Background: an optimization exercise with open tools, aiming at small area and a short achievable clock period. Do not read the settings as production practice.
At most, simulation tests tie the RTL to the original design; equivalence was not proved.

Setup of the previous run:
==> flow/design.v <==
module barrel_shifter (
    input  logic        i_clk,
    input  logic        i_signed,
    input  logic        i_shift_left,
    input  logic [4:0]  i_shift_amt,
    input  logic [31:0] i_data,
    output logic [31:0] o_data
);
    logic left, s4, fill, fill_n, cm_n, left_nf;
    assign left = i_shift_left;
    assign s4   = i_shift_amt[4];
    assign fill = i_signed & i_data[31];
    logic sr0, sr1, sr0_n, sl0_n, ch;
    logic [1:0] cm;       
    logic [1:0] sl1_n;    
    bs_nor2  u_sr0   (.a(left), .b(s4), .y(sr0));
    bs_andn  u_sr1   (.a(s4), .b_n(left), .y(sr1));
    bs_or2   u_sr0_n (.a(left), .b(s4), .y(sr0_n));
    bs_nand2 u_sl0_n (.a(left), .b(s4), .y(sl0_n));
    bs_orn   u_sl1_n0 (.a(s4), .b_n(left), .y(sl1_n[0]));
    bs_orn   u_sl1_n1 (.a(s4), .b_n(left), .y(sl1_n[1]));
    bs_inv    u_left_nf (.a(left), .y(left_nf));
    bs_nand3  u_cm_n (.a(left_nf), .b(i_signed), .c(i_data[31]), .y(cm_n));
    bs_nand2  u_cm0  (.a(s4), .b(cm_n), .y(cm[0]));
    bs_nand2  u_cm1  (.a(s4), .b(cm_n), .y(cm[1]));
    bs_nand2  u_fl_n (.a(i_signed), .b(i_data[31]), .y(fill_n));
    bs_nand2  u_ch   (.a(left_nf), .b(fill_n), .y(ch));
    logic [3:0] ax, ax_n, a, a_n;
    for (genvar t = 0; t < 4; t++) begin : g_sel
        bs_xor2  u_x  (.a(i_shift_amt[t]), .b(left), .y(ax[t]));
        bs_xnor2 u_xn (.a(i_shift_amt[t]), .b(left), .y(ax_n[t]));
        bs_inv   u_a  (.a(ax_n[t]), .y(a[t]));
        bs_inv   u_an (.a(ax[t]),   .y(a_n[t]));
    end
    logic [46:0] v16_n;
    logic [38:0] v8;
    logic [34:0] v4_n;
    logic [32:0] v2;
    logic [31:0] res_n;
    logic [31:0] q_n;
    for (genvar i = 0; i < 15; i++) begin : g_s16_lo
        bs_aoi22 u (.a(i_data[i]), .sa(sr0), .b(i_data[i+16]), .sb(sr1), .y(v16_n[i]));
    end
    assign v16_n[15] = ~((i_data[15] & ~left & ~s4) | (i_data[31] & ~left & s4) | (i_data[0] & left & ~s4));
    for (genvar i = 16; i < 31; i++) begin : g_s16_mid
        bs_oai221 u (.a(i_data[i]), .sa_n(sr0_n), .b(i_data[i-15]), .sb_n(sl1_n[0]),
                     .c(cm[(i-16)/8]), .y(v16_n[i]));
    end
    assign v16_n[31] = ~((i_data[31] & ~left & ~s4) | (fill & ~left & s4) | (i_data[0] & left & s4)
                         | (i_data[16] & left & ~s4));
    for (genvar i = 32; i < 47; i++) begin : g_s16_hi
        bs_oai221 u (.a(i_data[i-31]), .sa_n(sl0_n), .b(i_data[i-15]), .sb_n(sl1_n[1]),
                     .c(ch), .y(v16_n[i]));
    end
    for (genvar i = 0; i < 39; i++) begin : g_s8
        bs_mux_n u (.a(v16_n[i]), .sa_n(a[3]), .b(v16_n[i+8]), .sb_n(a_n[3]), .y(v8[i]));
    end
    for (genvar i = 0; i < 35; i++) begin : g_s4
        bs_mux_n u (.a(v8[i]), .sa_n(a[2]), .b(v8[i+4]), .sb_n(a_n[2]), .y(v4_n[i]));
    end
    for (genvar i = 0; i < 33; i++) begin : g_s2
        bs_mux_n u (.a(v4_n[i]), .sa_n(a[1]), .b(v4_n[i+2]), .sb_n(a_n[1]), .y(v2[i]));
    end
    for (genvar i = 0; i < 32; i++) begin : g_s1
        bs_mux_n u (.a(v2[i]), .sa_n(a[0]), .b(v2[i+1]), .sb_n(a_n[0]), .y(res_n[i]));
    end
    always_ff @(posedge i_clk) q_n <= res_n;
    assign o_data = ~q_n;
endmodule
module bs_mux_n (input logic a, sa_n, b, sb_n, output logic y);
    assign y = ~((a | sa_n) & (b | sb_n));
endmodule
module bs_aoi22 (input logic a, sa, b, sb, output logic y);
    assign y = ~((a & sa) | (b & sb));
endmodule
module bs_oai221 (input logic a, sa_n, b, sb_n, c, output logic y);
    assign y = ~((a | sa_n) & (b | sb_n) & c);
endmodule
module bs_inv (input logic a, output logic y);
    assign y = ~a;
endmodule
module bs_nor2 (input logic a, b, output logic y);
    assign y = ~(a | b);
endmodule
module bs_or2 (input logic a, b, output logic y);
    assign y = a | b;
endmodule
module bs_nand2 (input logic a, b, output logic y);
    assign y = ~(a & b);
endmodule
module bs_andn (input logic a, b_n, output logic y);
    assign y = a & ~b_n;
endmodule
module bs_orn (input logic a, b_n, output logic y);
    assign y = a | ~b_n;
endmodule
module bs_xor2 (input logic a, b, output logic y);
    assign y = a ^ b;
endmodule
module bs_xnor2 (input logic a, b, output logic y);
    assign y = ~(a ^ b);
endmodule
module bs_nand3 (input logic a, b, c, output logic y);
    assign y = ~(a & b & c);
endmodule
Settings: LEC_CHECK=0, CAP_MARGIN=20, CORE_MARGIN=2, CORE_UTILIZATION=65, GPL_TIMING_DRIVEN=0, SLEW_MARGIN=20, SYNTH_HIERARCHICAL=1, SYNTH_MINIMUM_KEEP_SIZE=0; clock period 3.5 ns.
standard.sh (not shown) runs the stock make flow with config.mk's settings and CLKGATE_MAP_FILE= SYNTH_SCRIPT=/design/flow/synth_recipe.tcl, a recipe that flattens the netlist after the stock synthesis.
==> flow/flow/run.sh <==
#!/bin/bash
set -e
here=$(pwd)
export BUFFER_PORTS_ARGS="-buffer_cell sky130_fd_sc_hd__buf_1"
export POST_FLOORPLAN_TCL="$here/flow/post_floorplan.tcl"
export PRE_RESIZE_TCL="$here/flow/pre_resize.tcl"
# the standard CTS arguments, plus -dont_use_dummy_load
export CTS_ARGS="-sink_clustering_enable -repair_clock_nets -dont_use_dummy_load"
bash standard.sh > standard.log 2>&1
==> flow/flow/post_floorplan.tcl <==
# Synthesis maps some shifter-stage cells at drive strength 2; each drives
# only two gates, so use drive strength 1.
foreach inst [[ord::get_db_block] getInsts] {
  set m [[$inst getMaster] getName]
  if { [regexp {^sky130_fd_sc_hd__(a22oi|a221oi|o221ai|o22ai)_[24]$} $m -> base] } {
    $inst swapMaster [[ord::get_db] findMaster "sky130_fd_sc_hd__${base}_1"]
  }
}
==> flow/flow/pre_resize.tcl <==
# Size each combinational driver by the load it drives: the shifter's select
# lines and the input buffers of the control ports drive 10 to 40 gates, the
# data path only 2. Loads count 1 per pin, 3 per pin of a cell of drive 4 or
# more. Gates are sized first, then the input buffers, so that the buffers see
# the final gate sizes. Flip-flops are left alone.
set db [ord::get_db]
proc load_of { inst } {
  foreach it [$inst getITerms] {
    if { [$it isOutputSignal] } {
      set net [$it getNet]
      if { $net == "NULL" } { return 0 }
      set n [llength [$net getBTerms]]
      foreach l [$net getITerms] {
        if { [$l isOutputSignal] } { continue }
        if { [regexp {_([0-9]+)$} [[[$l getInst] getMaster] getName] -> s] && $s >= 4 } {
          incr n 3
        } else {
          incr n
        }
      }
      return $n
    }
  }
  return 0
}
proc size_inst { inst } {
  set caps {1 3 2 6 4 20 6 30 8 1000}
  set m [[$inst getMaster] getName]
  if { ![regexp {^sky130_fd_sc_hd__([a-z0-9]+)_([0-9]+)$} $m -> base size] } { return }
  if { [string match "df*" $base] || [string match "tap*" $base] || [string match "clk*" $base] } { return }
  set fo [load_of $inst]
  set best ""
  foreach {s cap} $caps {
    set cand [[ord::get_db] findMaster "sky130_fd_sc_hd__${base}_$s"]
    if { $cand == "NULL" } { continue }
    set best $cand
    if { $fo <= $cap } { break }
  }
  if { $best != "" && [$best getName] != $m } {
    puts "resize [$inst getName]: $m -> [$best getName] (load $fo)"
    $inst swapMaster $best
  }
}
set bufs {}
foreach inst [[ord::get_db_block] getInsts] {
  if { [string match "input*" [$inst getName]] } {
    lappend bufs $inst
  } else {
    size_inst $inst
  }
}
foreach inst $bufs { size_inst $inst }
The previous run completed; timing, DRC and antenna clean
[inputs] the current run vs the previous run
diff --git a/flow/design.v b/flow/design.v
--- a/flow/design.v
+++ b/flow/design.v
@@ -6,25 +6,20 @@
     input  logic [31:0] i_data,
     output logic [31:0] o_data
 );
-    logic left, s4, fill, fill_n, cm_n, left_nf;
+    logic left, s4, fill, fill_n, cm_n;
     assign left = i_shift_left;
     assign s4   = i_shift_amt[4];
     assign fill = i_signed & i_data[31];
-    logic sr0, sr1, sr0_n, sl0_n, ch;
-    logic [1:0] cm;       
-    logic [1:0] sl1_n;    
+    logic sr0, sr1, sr0_n, sl0_n, sl1_n, cm, ch;
     bs_nor2  u_sr0   (.a(left), .b(s4), .y(sr0));
     bs_andn  u_sr1   (.a(s4), .b_n(left), .y(sr1));
     bs_or2   u_sr0_n (.a(left), .b(s4), .y(sr0_n));
     bs_nand2 u_sl0_n (.a(left), .b(s4), .y(sl0_n));
-    bs_orn   u_sl1_n0 (.a(s4), .b_n(left), .y(sl1_n[0]));
-    bs_orn   u_sl1_n1 (.a(s4), .b_n(left), .y(sl1_n[1]));
-    bs_inv    u_left_nf (.a(left), .y(left_nf));
-    bs_nand3  u_cm_n (.a(left_nf), .b(i_signed), .c(i_data[31]), .y(cm_n));
-    bs_nand2  u_cm0  (.a(s4), .b(cm_n), .y(cm[0]));
-    bs_nand2  u_cm1  (.a(s4), .b(cm_n), .y(cm[1]));
+    bs_orn   u_sl1_n (.a(s4), .b_n(left), .y(sl1_n));
+    bs_nand3b u_cm_n (.a_n(left), .b(i_signed), .c(i_data[31]), .y(cm_n));
+    bs_nand2  u_cm   (.a(s4), .b(cm_n), .y(cm));
     bs_nand2  u_fl_n (.a(i_signed), .b(i_data[31]), .y(fill_n));
-    bs_nand2  u_ch   (.a(left_nf), .b(fill_n), .y(ch));
+    bs_nand2b u_ch   (.a_n(left), .b(fill_n), .y(ch));
     logic [3:0] ax, ax_n, a, a_n;
     for (genvar t = 0; t < 4; t++) begin : g_sel
         bs_xor2  u_x  (.a(i_shift_amt[t]), .b(left), .y(ax[t]));
@@ -43,13 +38,13 @@
     end
     assign v16_n[15] = ~((i_data[15] & ~left & ~s4) | (i_data[31] & ~left & s4) | (i_data[0] & left & ~s4));
     for (genvar i = 16; i < 31; i++) begin : g_s16_mid
-        bs_oai221 u (.a(i_data[i]), .sa_n(sr0_n), .b(i_data[i-15]), .sb_n(sl1_n[0]),
-                     .c(cm[(i-16)/8]), .y(v16_n[i]));
+        bs_oai221 u (.a(i_data[i]), .sa_n(sr0_n), .b(i_data[i-15]), .sb_n(sl1_n),
+                     .c(cm), .y(v16_n[i]));
     end
     assign v16_n[31] = ~((i_data[31] & ~left & ~s4) | (fill & ~left & s4) | (i_data[0] & left & s4)
                          | (i_data[16] & left & ~s4));
     for (genvar i = 32; i < 47; i++) begin : g_s16_hi
-        bs_oai221 u (.a(i_data[i-31]), .sa_n(sl0_n), .b(i_data[i-15]), .sb_n(sl1_n[1]),
+        bs_oai221 u (.a(i_data[i-31]), .sa_n(sl0_n), .b(i_data[i-15]), .sb_n(sl1_n),
                      .c(ch), .y(v16_n[i]));
     end
     for (genvar i = 0; i < 39; i++) begin : g_s8
@@ -100,6 +95,9 @@
 module bs_xnor2 (input logic a, b, output logic y);
     assign y = ~(a ^ b);
 endmodule
-module bs_nand3 (input logic a, b, c, output logic y);
-    assign y = ~(a & b & c);
+module bs_nand3b (input logic a_n, b, c, output logic y);
+    assign y = ~(~a_n & b & c);
 endmodule
+module bs_nand2b (input logic a_n, b, output logic y);
+    assign y = ~(~a_n & b);
+endmodule
Cmp the current run vs the previous run: die area lower in the current run
Per the comparison of the current run with the previous run, actual slew at the worst max-slew pin held steady; detailed route wirelength on metal2 went down by 99 um; register share of the cell area shows an increase of 0.24 points.
The current run has area fraction in compound gates after synthesis above what the previous run had.
Measured against each other, the previous run and the current run differ in clock period minus final worst setup slack, the higher figure coming from the previous run.
Setup slack is lower on the previous run
No functional check of the RTL was part of the previous run.

-- separate check: timing with driven ports --
The flow's constraints put no driver on any port. The routed layouts listed below were extracted and timed again, unchanged, in two steps. Step 1 assumes that a clkbuf_16 drives the clock port and a buf_2 every other input. Step 2 also shifts input and output timing later by t, the mid clock arrival at the registers, as if the neighbouring blocks saw the same clock. a / b / c = ideal ports / drivers / drivers and shift; a / b = the first two.
| run | t, ns | setup slack, ns | worst setup path after step 2 | worst slew at a driven data input, ns | pins driven straight from the clock port |
|---|---|---|---|---|---|
| the previous run | 0.306 | 1.273 / 1.259 / 0.952 | input to register | 0.06 | 1 |
| the current run | 0.310 | 1.356 / 1.348 / 1.038 | input to register | 0.05 | 1 |
After both steps every run listed still meets setup and hold. The setup slack of the previous run, which loses most, moves by -0.014 ns with the drivers and by -0.321 ns with both steps.
